Background: an optimization exercise with open tools, aiming at small area, a short achievable clock period and few clock cycles. Do not read the settings as production practice.
The RTL was checked by simulation tests, not by an equivalence proof against the original design.
Power and IR drop assume default switching activity.

`design.v`:
```
module CHIP #(
    parameter BIT_W = 32
)(
        input               i_clk,
        input               i_rst_n,
        input  [BIT_W-1:0]  i_IMEM_data,
        output [BIT_W-1:0]  o_IMEM_addr,
        output              o_IMEM_cen,
        input               i_DMEM_stall,
        input  [BIT_W-1:0]  i_DMEM_rdata,
        output              o_DMEM_cen,
        output              o_DMEM_wen,
        output [BIT_W-1:0]  o_DMEM_addr,
        output [BIT_W-1:0]  o_DMEM_wdata,
        output              o_finish,
        input               i_cache_finish,
        output              o_proc_finish
);
    integer i;
    reg  [31:0] pc_f;
    reg  [31:0] ir_x;
    reg  [31:0] pc_x;
    reg         v_x;
    reg  [31:1] sel1_x, sel2_x;   
    reg  [31:0] m_res;            
    reg  [31:0] m_wdata;
    reg  [4:0]  m_rd;
    reg         m_we;             
    reg         m_load, m_store, m_ecall;
    reg         mem_busy;         
    reg         lp_v;             
    reg  [4:0]  lp_rd;
    reg         lb_v;             
    reg  [4:0]  lb_rd;
    reg  [31:0] lb_data;
    reg  [31:0] mul_a, mul_b, mul_acc;
    reg         mul_busy;         
    reg         mul_done;         
    reg  [4:0]  mul_rd;
    reg  [31:0] rf [1:31];        
    reg  [31:1] rf_v;             
    wire m_mem   = m_load | m_store;
    wire m_start = m_mem & ~mem_busy;
    wire m_hold  = (m_mem & mem_busy) | m_ecall;
    wire ld_cap  = ~i_DMEM_stall & ((m_load & m_start) | lp_v);
    wire [4:0] cap_rd = lp_v ? lp_rd : m_rd;
    assign o_DMEM_cen    = m_mem;
    assign o_DMEM_wen    = m_store;
    assign o_DMEM_addr   = m_res;
    assign o_DMEM_wdata  = m_wdata;
    assign o_finish      = m_ecall;
    assign o_proc_finish = m_ecall;
    assign o_IMEM_cen    = ~m_ecall;
    assign o_IMEM_addr   = pc_f;
    wire        lb_wr  = ~m_we & lb_v;
    wire        mul_wr = ~m_we & ~lb_v & mul_done;
    wire        rf_we  = m_we | lb_v | mul_done;
    wire [4:0]  rf_wa  = m_we ? m_rd  : lb_v ? lb_rd   : mul_rd;
    wire [31:0] rf_wd  = m_we ? m_res : lb_v ? lb_data : mul_acc;
    wire [6:0] opc = ir_x[6:0];
    wire [2:0] f3  = ir_x[14:12];
    wire [4:0] rs1 = ir_x[19:15];
    wire [4:0] rs2 = ir_x[24:20];
    wire [4:0] rd  = ir_x[11:7];
    wire op_auipc = opc == 7'b0010111;
    wire op_jal   = opc == 7'b1101111;
    wire op_jalr  = opc == 7'b1100111;
    wire op_br    = opc == 7'b1100011;
    wire op_ld    = opc == 7'b0000011;
    wire op_st    = opc == 7'b0100011;
    wire op_imm   = opc == 7'b0010011;
    wire op_op    = opc == 7'b0110011;
    wire op_ecall = opc == 7'b1110011;
    wire is_sub  = op_op & ir_x[30];
    wire is_mul  = op_op & ~ir_x[30] & ir_x[25];
    wire use_rs1 = op_jalr | op_br | op_ld | op_st | op_imm | op_op;
    wire use_rs2 = op_br | op_st | op_op;
    wire wr_rd   = (op_auipc | op_jal | op_jalr | op_ld | op_imm | op_op) & (rd != 5'd0);
    reg [31:0] rd1, rd2;
    reg        v1, v2;
    always @(*) begin
        rd1 = 32'd0;
        rd2 = 32'd0;
        v1  = 1'b0;
        v2  = 1'b0;
        for (i = 1; i < 32; i = i + 1) begin
            rd1 = rd1 | ({32{sel1_x[i]}} & rf[i]);
            rd2 = rd2 | ({32{sel2_x[i]}} & rf[i]);
            v1  = v1  | (sel1_x[i] & rf_v[i]);
            v2  = v2  | (sel2_x[i] & rf_v[i]);
        end
    end
    wire [31:0] init1 = ({32{sel1_x[2]}} & 32'hbffffff0) | ({32{sel1_x[3]}} & 32'h10008000);
    wire [31:0] init2 = ({32{sel2_x[2]}} & 32'hbffffff0) | ({32{sel2_x[3]}} & 32'h10008000);
    wire fm1 = m_we & (m_rd == rs1);
    wire fm2 = m_we & (m_rd == rs2);
    wire fu1 = mul_done & (mul_rd == rs1);
    wire fu2 = mul_done & (mul_rd == rs2);
    wire fl1 = lb_v & (lb_rd == rs1);
    wire fl2 = lb_v & (lb_rd == rs2);
    wire [31:0] rs1v = fm1 ? m_res : fu1 ? mul_acc : fl1 ? lb_data : v1 ? rd1 : init1;
    wire [31:0] rs2v = fm2 ? m_res : fu2 ? mul_acc : fl2 ? lb_data : v2 ? rd2 : init2;
    wire ld_m = m_load & (m_rd != 5'd0);
    wire mu_p = mul_busy | mul_done;
    wire haz = (ld_m & ((use_rs1 & (m_rd == rs1)) | (use_rs2 & (m_rd == rs2)) | (wr_rd & (m_rd == rd)))) |
               (lp_v & ((use_rs1 & (lp_rd == rs1)) | (use_rs2 & (lp_rd == rs2)) | (wr_rd & (lp_rd == rd)))) |
               (mul_busy & ((use_rs1 & (mul_rd == rs1)) | (use_rs2 & (mul_rd == rs2)))) |
               (mu_p & wr_rd & (mul_rd == rd)) |
               (mu_p & is_mul);
    wire [31:0] imm_i  = {{20{ir_x[31]}}, ir_x[31:20]};
    wire [31:0] imm_iz = {20'd0, ir_x[31:20]};
    wire [31:0] imm_sz = {20'd0, ir_x[31:25], ir_x[11:7]};
    wire [31:0] imm_b  = {{19{ir_x[31]}}, ir_x[31], ir_x[7], ir_x[30:25], ir_x[11:8], 1'b0};
    wire [31:0] imm_j  = {{11{ir_x[31]}}, ir_x[31], ir_x[19:12], ir_x[20], ir_x[30:21], 1'b0};
    wire [31:0] imm_u  = {ir_x[31:12], 12'd0};
    wire is_slt = op_imm & (f3 == 3'b010);
    wire do_sub = is_sub | is_slt;
    wire [31:0] opb_raw = (op_op | op_br) ? rs2v :
                          op_st           ? imm_sz :
                          op_imm          ? imm_i  : imm_iz;
    wire [31:0] opb = opb_raw ^ {32{do_sub}};
    wire [31:0] sum = rs1v + opb + {31'd0, do_sub};
    wire slt = (rs1v[31] ^ opb_raw[31]) ? rs1v[31] : sum[31];
    wire eq  = rs1v == rs2v;
    wire lt  = $signed(rs1v) < $signed(rs2v);
    wire [31:0] pc_imm = pc_x + (op_br ? imm_b : op_jal ? imm_j : imm_u);
    wire [31:0] pc_4   = pc_x + 32'd4;
    wire        sh_left = ~f3[2];
    reg  [31:0] sh_in, sh_out;
    always @(*) begin
        for (i = 0; i < 32; i = i + 1) sh_in[i] = sh_left ? rs1v[31-i] : rs1v[i];
    end
    wire               sh_fill = ~sh_left & rs1v[31];
    wire signed [32:0] sh_ext  = {sh_fill, sh_in};
    wire        [32:0] sh_sr   = sh_ext >>> ir_x[24:20];
    wire        [31:0] sh_r    = ir_x[31] ? {32{sh_fill}} : sh_sr[31:0];
    always @(*) begin
        for (i = 0; i < 32; i = i + 1) sh_out[i] = sh_left ? sh_r[31-i] : sh_r[i];
    end
    reg br_t;
    always @(*) begin
        case (f3)
            3'b000:  br_t = eq;
            3'b001:  br_t = ~eq;
            3'b100:  br_t = lt;
            3'b101:  br_t = ~lt;
            default: br_t = 1'b0;
        endcase
    end
    wire taken = v_x & ((op_br & br_t) | op_jal | op_jalr);
    wire [31:0] target = op_jalr ? sum : pc_imm;
    reg [31:0] res;
    always @(*) begin
        res = 32'd0;
        if (op_auipc) res = pc_imm;
        else if (op_jal | op_jalr) res = pc_4;
        else if (op_ld | op_st) res = sum;
        else if (op_imm) begin
            case (f3)
                3'b000:  res = sum;
                3'b001:  res = sh_out;
                3'b010:  res = {31'd0, slt};
                3'b101:  res = sh_out;
                default: res = 32'd0;
            endcase
        end else if (op_op) begin
            if (ir_x[30]) res = sum;
            else case (f3)
                3'b000:  res = sum;
                3'b110:  res = rs1v | rs2v;
                3'b111:  res = rs1v & rs2v;
                default: res = 32'd0;
            endcase
        end
    end
    wire [31:0] pp0 = mul_b[0] ? mul_a      : 32'd0;
    wire [31:0] pp1 = mul_b[1] ? mul_a << 1 : 32'd0;
    wire [31:0] pp2 = mul_b[2] ? mul_a << 2 : 32'd0;
    wire [31:0] pp3 = mul_b[3] ? mul_a << 3 : 32'd0;
    wire [31:0] cs1_s = pp0 ^ pp1 ^ pp2;
    wire [31:0] cs1_c = ((pp0 & pp1) | (pp0 & pp2) | (pp1 & pp2)) << 1;
    wire [31:0] cs2_s = pp3 ^ mul_acc ^ cs1_s;
    wire [31:0] cs2_c = ((pp3 & mul_acc) | (pp3 & cs1_s) | (mul_acc & cs1_s)) << 1;
    wire [31:0] cs3_s = cs2_s ^ cs2_c ^ cs1_c;
    wire [31:0] cs3_c = ((cs2_s & cs2_c) | (cs2_s & cs1_c) | (cs2_c & cs1_c)) << 1;
    wire [31:0] acc_nx = cs3_s + cs3_c;
    wire        mul_fin = (mul_b[31:4] == 28'd0) | (mul_a[27:0] == 28'd0);
    wire x_adv   = ~m_hold & ~(v_x & haz);
    wire mul_iss = x_adv & v_x & is_mul;
    reg [31:1] sel1_n, sel2_n;
    always @(*) begin
        for (i = 1; i < 32; i = i + 1) begin
            sel1_n[i] = i_IMEM_data[19:15] == i;
            sel2_n[i] = i_IMEM_data[24:20] == i;
        end
    end
    always @(posedge i_clk or negedge i_rst_n) begin
        if (!i_rst_n) begin
            pc_f     <= 32'h00010000;
            v_x      <= 1'b0;
            m_we     <= 1'b0;
            m_load   <= 1'b0;
            m_store  <= 1'b0;
            m_ecall  <= 1'b0;
            mem_busy <= 1'b0;
            lp_v     <= 1'b0;
            lb_v     <= 1'b0;
            mul_busy <= 1'b0;
            mul_done <= 1'b0;
            rf_v     <= 31'd0;
        end else begin
            mem_busy <= m_start ? i_DMEM_stall : (mem_busy & i_DMEM_stall);
            lp_v     <= (m_load & m_start & i_DMEM_stall) | (lp_v & i_DMEM_stall);
            if (ld_cap) lb_v <= cap_rd != 5'd0;
            else if (~m_we | (m_rd == lb_rd)) lb_v <= 1'b0;
            if (rf_we) rf_v[rf_wa] <= 1'b1;
            if (mul_iss) begin
                mul_busy <= 1'b1;
                mul_done <= 1'b0;
            end else if (mul_busy) begin
                mul_busy <= ~mul_fin;
                mul_done <= mul_fin & (mul_rd != 5'd0);
            end else if (mul_wr) begin
                mul_done <= 1'b0;
            end
            if (x_adv) begin
                pc_f    <= taken ? target : pc_f + 32'd4;
                v_x     <= ~taken;
                m_we    <= v_x & wr_rd & ~op_ld & ~is_mul;
                m_load  <= v_x & op_ld;
                m_store <= v_x & op_st;
                m_ecall <= v_x & op_ecall;
            end else if (~m_hold) begin
                m_we    <= 1'b0;
                m_load  <= 1'b0;
                m_store <= 1'b0;
            end
        end
    end
    always @(posedge i_clk) begin
        if (rf_we) rf[rf_wa] <= rf_wd;
        if (m_load & m_start) lp_rd <= m_rd;
        if (ld_cap) begin
            lb_rd   <= cap_rd;
            lb_data <= i_DMEM_rdata;
        end
        if (x_adv) begin
            ir_x    <= i_IMEM_data;
            sel1_x  <= sel1_n;
            sel2_x  <= sel2_n;
            pc_x    <= pc_f;
            m_res   <= res;
            m_wdata <= rs2v;
            m_rd    <= rd;
        end
        if (mul_iss) begin
            mul_a   <= rs1v;
            mul_b   <= rs2v;
            mul_acc <= 32'd0;
            mul_rd  <= rd;
        end else begin
            mul_a   <= mul_a << 4;
            mul_b   <= mul_b >> 4;
            mul_acc <= acc_nx;
        end
    end
endmodule
```
`flow/run.sh`:
```
#!/bin/bash
set -euo pipefail
bash standard.sh SETUP_SLACK_MARGIN=10 finish > flow_make.log 2>&1
```
`standard.sh`:
```
#!/bin/bash
# synth_recipe.tcl (not shown) runs the flow's synth.tcl, then flattens the netlist and writes it again
# the make line also repeats each setting of config.mk as NAME=value (left out here)
make -C /OpenROAD-flow-scripts/flow DESIGN_CONFIG=/design/flow/config.mk WORK_HOME=/design/flow/orfs CLKGATE_MAP_FILE= SYNTH_SCRIPT=/design/flow/synth_recipe.tcl "${@:-finish}"
```
`config.mk`:
```
export PLATFORM = sky130hd
export DESIGN_NAME = CHIP
export DESIGN_NICKNAME = CHIP
export VERILOG_FILES = /design/flow/design.v
export SDC_FILE = /design/flow/constraint.sdc
export NUM_CORES = 4
export LEC_CHECK = 0
export CAP_MARGIN = 20
export CORE_MARGIN = 2
export CORE_UTILIZATION = 35
export SLEW_MARGIN = 20
```
`constraint.sdc`:
```
create_clock -name core_clock -period 16.0 [get_ports {i_clk}]
set_input_delay 3.2000 -clock core_clock [delete_from_list [all_inputs] [get_ports {i_clk}]]
set_output_delay 3.2000 -clock core_clock [all_outputs]
set_load 0.01 [all_outputs]
```
==> results of run 1 <==
==> layout make-up <==
| class | count | area (um^2) | area share |
|---|---|---|---|
| inverters | 144 | 559 | 0.00612 |
| diodes | 11 | 27.5 | 0.000301 |
| multi-input cells | 4276 | 33800 | 0.370 |
| repair buffers | 733 | 7690 | 0.0842 |
| clock buffers | 184 | 4040 | 0.0442 |
| clock inverters | 94 | 931 | 0.0102 |
| flip-flops and latches | 1403 | 40800 | 0.447 |
| well taps | 2805 | 3510 | 0.0384 |
==> timing repair <==
item	in CTS	in global routing
buffers inserted	158	108
cloned	20	4
gates resized for setup	525	297
setup endpoints to repair	67	61
pin swaps	115	144
==> cell usage in the layout, fill, tap and decap left out, types with 59 or more instances in the layout <==
cell type,synthesis,final
a21o_1,91,89
a21oi_1,261,217
a221oi_1,360,339
a222oi_1,73,73
a22o_1,340,340
a22oi_1,273,269
and2_1,140,136
buf_12,0,74
buf_4,3,388
buf_6,5,68
clkbuf_16,0,161
clkdlybuf4s50_1,0,166
dfrtp_1,72,70
dfxtp_1,96,93
edfxtp_1,1234,1234
fa_1,89,88
ha_1,205,187
inv_1,140,122
mux2i_1,82,77
nand2_1,395,371
nand3_1,130,121
nand4_1,157,157
nor2_1,444,395
nor3_1,82,68
o21ai_0,271,181
o21ai_1,12,59
xnor2_1,126,111
xor2_1,88,76
==> worst max path at each step <==
stage | end | slack [ns] | startpoint
finish | m_res[30] | 9.69 | sel1_x[27]
floorplan | pc_f[12] | 10.02 | ir_x[23]
CTS | m_res[16] | 9.87 | sel2_x[31]
global placement | pc_f[30] | 7.03 | lb_v
global route | m_res[16] | 9.61 | sel2_x[30]
detailed placement | pc_f[30] | 6.98 | lb_v
==> critical path, stage by stage, from the launching register on <==
cell and delay [ns]:
edfxtp_1 0.33, buf_4 0.45, a221oi_1 0.19, and4_4 0.27
and2_4 0.16, buf_12 0.14, buf_12 0.13, buf_16 0.20
nor4_1 0.87, o31ai_1 0.25, o21a_2 0.29, inv_1 0.28
mux2i_1 0.16, a221o_1 0.46, mux4_2 0.56, o2111ai_1 0.68
o21a_1 0.21, nand2_1 0.06, a221o_1 0.30
==> registers in the layout, summed over array words and instances, names as in the netlist, 32 cells and up <==
signal   flops
mul_b       32
m_wdata     32
pc_x        32
lb_data     32
mul_a       32
ir_x        32
mul_acc     32
rf         992
m_res       32
pc_f        32
==> report_power, final <==
| part | leakage (uW) | internal, uW | switching [uW] |
|---|---|---|---|
| Clock | 0.00240 | 1970 | 1610 |
| Sequential | 0.0130 | 4720 | 519 |
| Combinational | 0.0168 | 4300 | 8090 |
==> synthesized netlist by cell type (96+ instances only) <==
library cell / number / area, um^2
clkbuf_1: 344 / 1290
and2_1: 140 / 876
nor2_1: 444 / 1670
a221oi_1: 360 / 3150
nand4_1: 157 / 982
nand2_1: 395 / 1480
xnor2_1: 126 / 1100
ha_1: 205 / 2560
o21ai_0: 271 / 1360
dfxtp_1: 96 / 1920
a21oi_1: 261 / 1310
a22oi_1: 273 / 2050
nand3_1: 130 / 651
inv_1: 140 / 526
edfxtp_1: 1234 / 37100
a22o_1: 340 / 2980
==> layer usage <==
layer	up-vias	track usage
li1	25826	-
met1	32739	0.405
met2	6690	0.485
met3	1979	0.135
met4	30	0.236
met5	-	0
==> stage by stage <==
stage	cell area, um^2	hold WS (ns)	std cells	worst slack, ns	total power (uW)
floorplan	73700	0.424	6248	10.02	9990
global placement	79800	0.441	9069	7.03	14600
detailed placement	79800	0.450	9070	6.98	14600
CTS	89000	0.466	9526	9.87	19700
global route	91400	0.483	9641	9.61	21400
finish	91400	0.460	9650	9.69	21200
==> cells by family after synthesis <==
kind of cell    after synthesis  share of synthesized area
compound gates             2052                      0.207
fa+ha+maj                   295                     0.0591
buf+inv                     571                     0.0299
simple gates               1590                      0.104
mux                         123                     0.0205
xor+xnor                    214                     0.0254
flops                      1403                      0.553
==> impl_metrics.json, run 1 <==
{
  "insertion_delay_ns": 0.85,
  "port_buffers": 167,
  "n_fill_cell": 19005,
  "grt_pass1_wl_mm": 507,
  "power.leakage_uw": 0.0322,
  "finalCriticalPeriod_ns": 6.31,
  "outcome": "no timing/DRC/antenna violations",
  "die_x_um": 463,
  "max-vdd-ir-drop_uv": 143,
  "crit_required_ns": 16.56,
  "critPathMaxFanout": 15,
  "fin_skew_ns": 0.0634,
  "post_drt_wl_per_cell_um": 39.0,
  "synthToLayoutAreaGrowth_pct": 24.0,
  "clockBufferDepth": 3,
  "start_kind": "register",
  "rows": 168,
  "synth_edf_count": 1234,
  "cp-end-kind": "register",
  "synth.distinct_cells": 97,
  "clkTransAtPathRegs_ns": 0.06,
  "worstMarginPinSlew_ns": 1.18,
  "numCtsBuffers": 154,
  "topRoutingLayerUsed": "met5",
  "drive_gt1_frac": 0.190,
  "setup_viol": 0,
  "die_h_um": 463,
  "fmax_mhz": 159,
  "viasPerCell": 6.97,
  "fp.coreArea_mm2": 0.210,
  "wl_met3_mm": 58.5,
  "yosys_register_bits": 1403,
  "timing.slew.headroom": 0.213,
  "synth-async-reset-ratio": 0.0520,
  "wl_met1_mm": 128,
  "dr.pass1.iters": 12,
  "vias": 67264,
  "worstSetupPathType": "reg2reg",
  "die_area_mm2": 0.214,
  "cap_violations": 0,
  "place_congestion": 1.01,
  "powerDensity_mw_per_mm2": 232,
  "drc": 0,
  "hp-class": "reg2reg",
  "hpwl_mm": 224,
  "hold_start": "mul_b[21]",
  "grt_use_total": 0.335,
  "htree_levels": 4,
  "cts_tree": "built",
  "ios": 169,
  "start_util": 0.352,
  "ys_warn_count": 1,
  "cts_hold_buf": 0,
  "maxSlewViolCount": 0,
  "min_period_over_period": 0.394,
  "holdPathStages": 2,
  "globalRouteOverflowTotal": 0,
  "rsz0062_at_grt": "yes",
  "cts_root_buf": "clkbuf_16",
  "worstReg2RegStart": "sel1_x[27]",
  "synth_cells": 6248,
  "final_util": 0.436,
  "grt_max_degree": 173,
  "grt_pass1_vias": 62632,
  "drtIter0Drc": 14329,
  "antenna_found_initial": 20,
  "nNetsFinal": 7074,
  "finalSetupTns_ns": 0,
  "wl_met2_mm": 155,
  "syn_area_per_cell_um2": 11.8,
  "ys_seq_area_frac": 0.553,
  "cts.sinks": 1403,
  "r2r_slack_ns": 9.69,
  "timing.rr.end": "m_res[30]",
  "synth_top_flop_cell": "edfxtp_1",
  "syn_area_mm2": 0.0737,
  "syn_nets": 6610,
  "reg2regPathDepth": 18,
  "holdPathEnd": "mul_b[17]",
  "drt_wl_total_mm": 376,
  "hold_violations": 0,
  "antenna_left": 0,
  "arrival_ns": 6.87
}
Testbench counts, summed over its fixed seeds: cycles 119,799.
==> run 2: changes to the inputs <==
--- a/design.v
+++ b/design.v
@@ -24,8 +24,10 @@
     reg  [31:1] sel1_x, sel2_x;   
     reg  [31:0] m_res;            
-    reg  [31:0] m_wdata;
     reg  [4:0]  m_rd;
     reg         m_we;             
-    reg         m_load, m_store, m_ecall;
+    reg         m_ecall;
+    reg  [31:0] mq_addr, mq_wdata;
+    reg  [4:0]  mq_rd;
+    reg         mq_load, mq_store;
     reg         mem_busy;         
     reg         lp_v;             
@@ -37,16 +39,17 @@
     reg         mul_busy;         
     reg         mul_done;         
+    reg         mul_dead;         
     reg  [4:0]  mul_rd;
     reg  [31:0] rf [1:31];        
     reg  [31:1] rf_v;             
-    wire m_mem   = m_load | m_store;
-    wire m_start = m_mem & ~mem_busy;
-    wire m_hold  = (m_mem & mem_busy) | m_ecall;
-    wire ld_cap  = ~i_DMEM_stall & ((m_load & m_start) | lp_v);
-    wire [4:0] cap_rd = lp_v ? lp_rd : m_rd;
-    assign o_DMEM_cen    = m_mem;
-    assign o_DMEM_wen    = m_store;
-    assign o_DMEM_addr   = m_res;
-    assign o_DMEM_wdata  = m_wdata;
+    wire mq_v     = mq_load | mq_store;
+    wire mq_go    = mq_v & ~(mq_load & lb_v & m_we);
+    wire mq_start = mq_go & ~mem_busy;
+    wire ld_cap   = ~i_DMEM_stall & ((mq_load & mq_start) | lp_v);
+    wire [4:0] cap_rd = lp_v ? lp_rd : mq_rd;
+    assign o_DMEM_cen    = mq_go;
+    assign o_DMEM_wen    = mq_store;
+    assign o_DMEM_addr   = mq_addr;
+    assign o_DMEM_wdata  = mq_wdata;
     assign o_finish      = m_ecall;
     assign o_proc_finish = m_ecall;
@@ -101,10 +104,12 @@
     wire [31:0] rs1v = fm1 ? m_res : fu1 ? mul_acc : fl1 ? lb_data : v1 ? rd1 : init1;
     wire [31:0] rs2v = fm2 ? m_res : fu2 ? mul_acc : fl2 ? lb_data : v2 ? rd2 : init2;
-    wire ld_m = m_load & (m_rd != 5'd0);
-    wire mu_p = mul_busy | mul_done;
-    wire haz = (ld_m & ((use_rs1 & (m_rd == rs1)) | (use_rs2 & (m_rd == rs2)) | (wr_rd & (m_rd == rd)))) |
+    wire ld_m = mq_load & (mq_rd != 5'd0);
+    wire x_mem = op_ld | op_st;
+    wire mu_b = mul_busy & ~mul_dead;
+    wire mu_p = mu_b | mul_done;
+    wire haz = (ld_m & ((use_rs1 & (mq_rd == rs1)) | (use_rs2 & (mq_rd == rs2)) | (wr_rd & (mq_rd == rd)))) |
+               (x_mem & mq_v & ~mq_start) | (op_ecall & mq_v) |
                (lp_v & ((use_rs1 & (lp_rd == rs1)) | (use_rs2 & (lp_rd == rs2)) | (wr_rd & (lp_rd == rd)))) |
-               (mul_busy & ((use_rs1 & (mul_rd == rs1)) | (use_rs2 & (mul_rd == rs2)))) |
-               (mu_p & wr_rd & (mul_rd == rd)) |
+               (mu_b & ((use_rs1 & (mul_rd == rs1)) | (use_rs2 & (mul_rd == rs2)))) |
                (mu_p & is_mul);
     wire [31:0] imm_i  = {{20{ir_x[31]}}, ir_x[31:20]};
@@ -186,6 +191,7 @@
     wire [31:0] acc_nx = cs3_s + cs3_c;
     wire        mul_fin = (mul_b[31:4] == 28'd0) | (mul_a[27:0] == 28'd0);
-    wire x_adv   = ~m_hold & ~(v_x & haz);
+    wire x_adv   = ~m_ecall & ~(v_x & haz);
     wire mul_iss = x_adv & v_x & is_mul;
+    wire mul_kill = x_adv & v_x & wr_rd & mu_p & (mul_rd == rd);
     reg [31:1] sel1_n, sel2_n;
     always @(*) begin
@@ -200,6 +206,6 @@
             v_x      <= 1'b0;
             m_we     <= 1'b0;
-            m_load   <= 1'b0;
-            m_store  <= 1'b0;
+            mq_load  <= 1'b0;
+            mq_store <= 1'b0;
             m_ecall  <= 1'b0;
             mem_busy <= 1'b0;
@@ -208,8 +214,16 @@
             mul_busy <= 1'b0;
             mul_done <= 1'b0;
+            mul_dead <= 1'b0;
             rf_v     <= 31'd0;
         end else begin
-            mem_busy <= m_start ? i_DMEM_stall : (mem_busy & i_DMEM_stall);
-            lp_v     <= (m_load & m_start & i_DMEM_stall) | (lp_v & i_DMEM_stall);
+            mem_busy <= mq_start ? i_DMEM_stall : (mem_busy & i_DMEM_stall);
+            lp_v     <= (mq_load & mq_start & i_DMEM_stall) | (lp_v & i_DMEM_stall);
+            if (x_adv & v_x & x_mem) begin
+                mq_load  <= op_ld;
+                mq_store <= op_st;
+            end else if (mq_start) begin
+                mq_load  <= 1'b0;
+                mq_store <= 1'b0;
+            end
             if (ld_cap) lb_v <= cap_rd != 5'd0;
             else if (~m_we | (m_rd == lb_rd)) lb_v <= 1'b0;
@@ -218,9 +232,13 @@
                 mul_busy <= 1'b1;
                 mul_done <= 1'b0;
-            end else if (mul_busy) begin
-                mul_busy <= ~mul_fin;
-                mul_done <= mul_fin & (mul_rd != 5'd0);
-            end else if (mul_wr) begin
-                mul_done <= 1'b0;
+                mul_dead <= 1'b0;
+            end else begin
+                if (mul_kill) mul_dead <= 1'b1;
+                if (mul_busy) begin
+                    mul_busy <= ~mul_fin;
+                    mul_done <= mul_fin & ~mul_dead & ~mul_kill & (mul_rd != 5'd0);
+                end else if (mul_wr | mul_kill) begin
+                    mul_done <= 1'b0;
+                end
             end
             if (x_adv) begin
@@ -228,11 +246,7 @@
                 v_x     <= ~taken;
                 m_we    <= v_x & wr_rd & ~op_ld & ~is_mul;
-                m_load  <= v_x & op_ld;
-                m_store <= v_x & op_st;
                 m_ecall <= v_x & op_ecall;
-            end else if (~m_hold) begin
+            end else begin
                 m_we    <= 1'b0;
-                m_load  <= 1'b0;
-                m_store <= 1'b0;
             end
         end
@@ -240,5 +254,5 @@
     always @(posedge i_clk) begin
         if (rf_we) rf[rf_wa] <= rf_wd;
-        if (m_load & m_start) lp_rd <= m_rd;
+        if (mq_load & mq_start) lp_rd <= mq_rd;
         if (ld_cap) begin
             lb_rd   <= cap_rd;
@@ -251,6 +265,10 @@
             pc_x    <= pc_f;
             m_res   <= res;
-            m_wdata <= rs2v;
             m_rd    <= rd;
+        end
+        if (x_adv & v_x & x_mem) begin
+            mq_addr  <= sum;
+            mq_wdata <= rs2v;
+            mq_rd    <= rd;
         end
         if (mul_iss) begin
--- a/config.mk
+++ b/config.mk
@@ -9,3 +9,5 @@
 export CORE_MARGIN = 2
 export CORE_UTILIZATION = 35
+export CTS_CLUSTER_DIAMETER = 60
+export CTS_CLUSTER_SIZE = 20
 export SLEW_MARGIN = 20
==> impl_metrics.json, run 2 <==
{
  "fp.coreArea_mm2": 0.213,
  "syn_area_mm2": 0.0749,
  "synthXorXnorAreaFrac": 0.0268,
  "antenna_found_initial": 23,
  "numCtsBuffers": 108,
  "grt_use_total": 0.333,
  "dr.pass1.iters": 8,
  "cts_tree": "built",
  "hold_violations": 0,
  "synth_top_cell_by_area": "edfxtp_1",
  "die_h_um": 467,
  "synth_common_cells": "edfxtp_1, a22oi_1, nor2_1, nand2_1, clkbuf_1",
  "dp.cells": 9168,
  "drt_wl_total_mm": 378,
  "start_util": 0.353,
  "clockBufferDepth": 3,
  "synth_top_family_by_area": "compound AO/OA/AOI/OAI gates",
  "nNetsFinal": 7030,
  "ys_seq_area_frac": 0.560,
  "critPathMaxFanout": 22,
  "cap_violations": 0,
  "insertion_delay_ns": 0.83,
  "yosys_register_bits": 1441,
  "synth_top_flop_cell": "edfxtp_1",
  "hp-class": "reg2reg",
  "post_drt_wl_per_cell_um": 39.4,
  "synth_edf_count": 1271,
  "hold_ws_ns": 0.485,
  "p_sw_frac": 0.508,
  "min_period_over_period": 0.410,
  "synth_area_leaders": "edfxtp_1, a22oi_1, ha_1",
  "cts_hold_buf": 0,
  "globalRouteOverflowTotal": 0,
  "maxSlewViolCount": 0,
  "outcome": "no timing/DRC/antenna violations",
  "worstMarginPinSlew_ns": 1.28,
  "rows": 169,
  "antenna_left": 0,
  "die_x_um": 467,
  "cts_root_buf": "clkbuf_16",
  "syn_area_per_cell_um2": 11.9,
  "clkTransAtPathRegs_ns": 0.08,
  "power_frac_seq": 0.249,
  "vias": 67506,
  "power_uw": 21300,
  "drc": 0,
  "p_comb_frac": 0.613,
  "layout_commonest_cell": "edfxtp_1",
  "synthToLayoutAreaGrowth_pct": 20.3,
  "viasPerCell": 7.04,
  "power.leakage_uw": 0.0310,
  "synth-async-reset-ratio": 0.0514,
  "powerDensity_mw_per_mm2": 236,
  "finalSetupTns_ns": 0,
  "p_sw_uw": 10800,
  "syn_nets": 6678,
  "grt_max_degree": 94,
  "crit_required_ns": 16.49,
  "synth.distinct_cells": 94,
  "htree_levels": 3,
  "port_buffers": 167,
  "setup_viol": 0,
  "layoutNonFillerInstCount": 9583,
  "top_register": "rf",
  "grt_pass1_wl_mm": 509,
  "place_congestion": 0.992,
  "fin_skew_ns": 0.0850,
  "rsz0062_at_grt": "yes",
  "die_area_mm2": 0.218,
  "ys_warn_count": 1,
  "max-vdd-ir-drop_uv": 150,
  "hpwl_mm": 230,
  "arrival_ns": 7.04,
  "synth_most_common_cell": "edfxtp_1",
  "worstSetupPathType": "reg2reg",
  "pwr-share-clk": 0.138,
  "grt_pass1_vias": 62268,
  "synth-simple-area-share": 0.103,
  "finalCriticalPeriod_ns": 6.56,
  "internal_power_uw": 10500,
  "ios": 169,
  "fmax_mhz": 153,
  "drive_gt1_frac": 0.160,
  "cts.sinks": 1441,
  "start_kind": "register",
  "final_util": 0.424,
  "synth_fa_ha_area_frac": 0.0580,
  "cp-end-kind": "register",
  "yosysTopAreaCellShare": 0.509,
  "drtIter0Drc": 14318,
  "synth_cells": 6316,
  "timing.slew.headroom": 0.146,
  "synthMuxAreaShare": 0.0180,
  "largest_register_ffs": 992,
  "final_cell_mix": "edfxtp_1, a22oi_1, nor2_1",
  "synth_compound_area_frac": 0.206
}
==> run 2: cell count changes in the layout (fill, tap and decap cells not counted), sizes merged, moves of 44 or more <==
cell,previous run,this run
a22o,340,230
a22oi,273,493
clkbuf,188,121
nor4,79,35
clkinv,72,25
buf,555,478
a221oi,361,257
==> run 2: power by group through the flow <==
stage,Clock [uW],Combinational [uW],Sequential (uW)
floorplan,0,5100,5170
global placement,0,10100,5360
detailed placement,0,10100,5350
CTS,2950,11700,5270
global route,3080,13000,5310
finish,2950,13100,5300
==> run 2: logic make-up after synthesis <==
family          after synthesis
xor+xnor                    229
mux                         108
simple gates               1596
compound gates             2092
buf+inv                     556
fa+ha+maj                   294
flops                      1441
==> run 2: worst max-delay path, stage by stage (launching register included) <==
cell and delay (ns):
edfxtp_1 0.36, buf_4 0.30, buf_8 0.28, a22o_1 0.26
a221oi_1 0.31, nand4_1 0.21, nor3_4 0.51, a21oi_1 0.15
a221o_1 0.43, nor2b_2 0.24, ha_1 0.31, o21a_1 0.12
o31a_1 0.14, o41ai_4 0.31, o21ai_2 0.13, a21o_1 0.22
a41oi_4 0.21, o311ai_4 0.12, buf_4 0.17, nor2_4 0.11
o21ai_2 0.08, a21oi_2 0.21, xnor2_2 0.15, a221o_1 0.38
a2111oi_4 0.34, a21oi_4 0.11
==> run 2: area by class of cell <==
class                   instances  area (um^2)
well taps                    2821         3530
clock buffers                 120         2800
fillers                     19513       122000
inverters                     143          547
clock inverters                65          896
multi-input cells            4321        33600
diodes                         19         47.5
repair buffers                653         6780
flip-flops and latches       1441        42000
==> run 2: stage by stage <==
stage	setup WS (ns)	area [um^2]
after detailed placement	7.04	81200
after floorplan	10.06	75000
final	9.44	90200
after global routing	9.39	90100
after global placement	7.03	81200
after CTS	9.59	88600
==> run 2: final timing paths <==
kind	start	end	slack [ns]	cells past startpoint
min in group asynchronous	i_rst_n	pc_f[27]	2.35	1
worst max-delay path	sel1_x[3]	m_res[24]	9.44	25
worst min-delay path	mul_b[4]	mul_b[0]	0.48	2
max in group asynchronous	i_rst_n	m_we	12.52	2
worst min register to register	mul_b[4]	mul_b[0]	0.48	2
worst max register to register	sel1_x[3]	m_res[24]	9.44	25
==> run 2: routing by layer <==
layer  up-vias  part of all wire  GRT usage
met2      6768              0.41      0.483
li1      25844                 -          -
met5         -            0.0011    0.00483
met4        24             0.095      0.235
met3      1973              0.15      0.131
met1     32897              0.34      0.403
==> run 2: repair_timing <==
action                                  4_1_cts  5_1_grt
hold endpoints to repair                      0        0
gates cloned                                 13        2
setup buffers                               136       60
pin swaps                                   112      132
resized for setup                           466      211
endpoints found under the setup margin       96      136
Testbench counts of run 2, summed over its fixed seeds: cycles 115,314.

## separate check: timing with driven ports
Ports are ideal in the flow. The routed layouts listed here were re-timed in OpenROAD. Step 1 assumes that a clkbuf_16 drives the clock port and a buf_2 every other input. Step 2 adds t to the input delays and takes it off the output delays; t is the mean of the earliest and latest rising clock arrival at the registers after step 1. Input paths then give back, and output paths get back, about the clock's delay inside the block. Slacks: ideal / step 1 / step 2; pairs: ideal / step 1.
run	t (ns)	setup slack, ns	hold slack, ns	worst setup path at the end
run 1	0.906	9.695 / 9.695 / 9.695	0.460 / 0.460 / 0.460	register to register
run 2	0.864	9.445 / 9.445 / 9.445	0.485 / 0.485 / 0.485	register to register
After both steps every run listed still meets setup and hold.
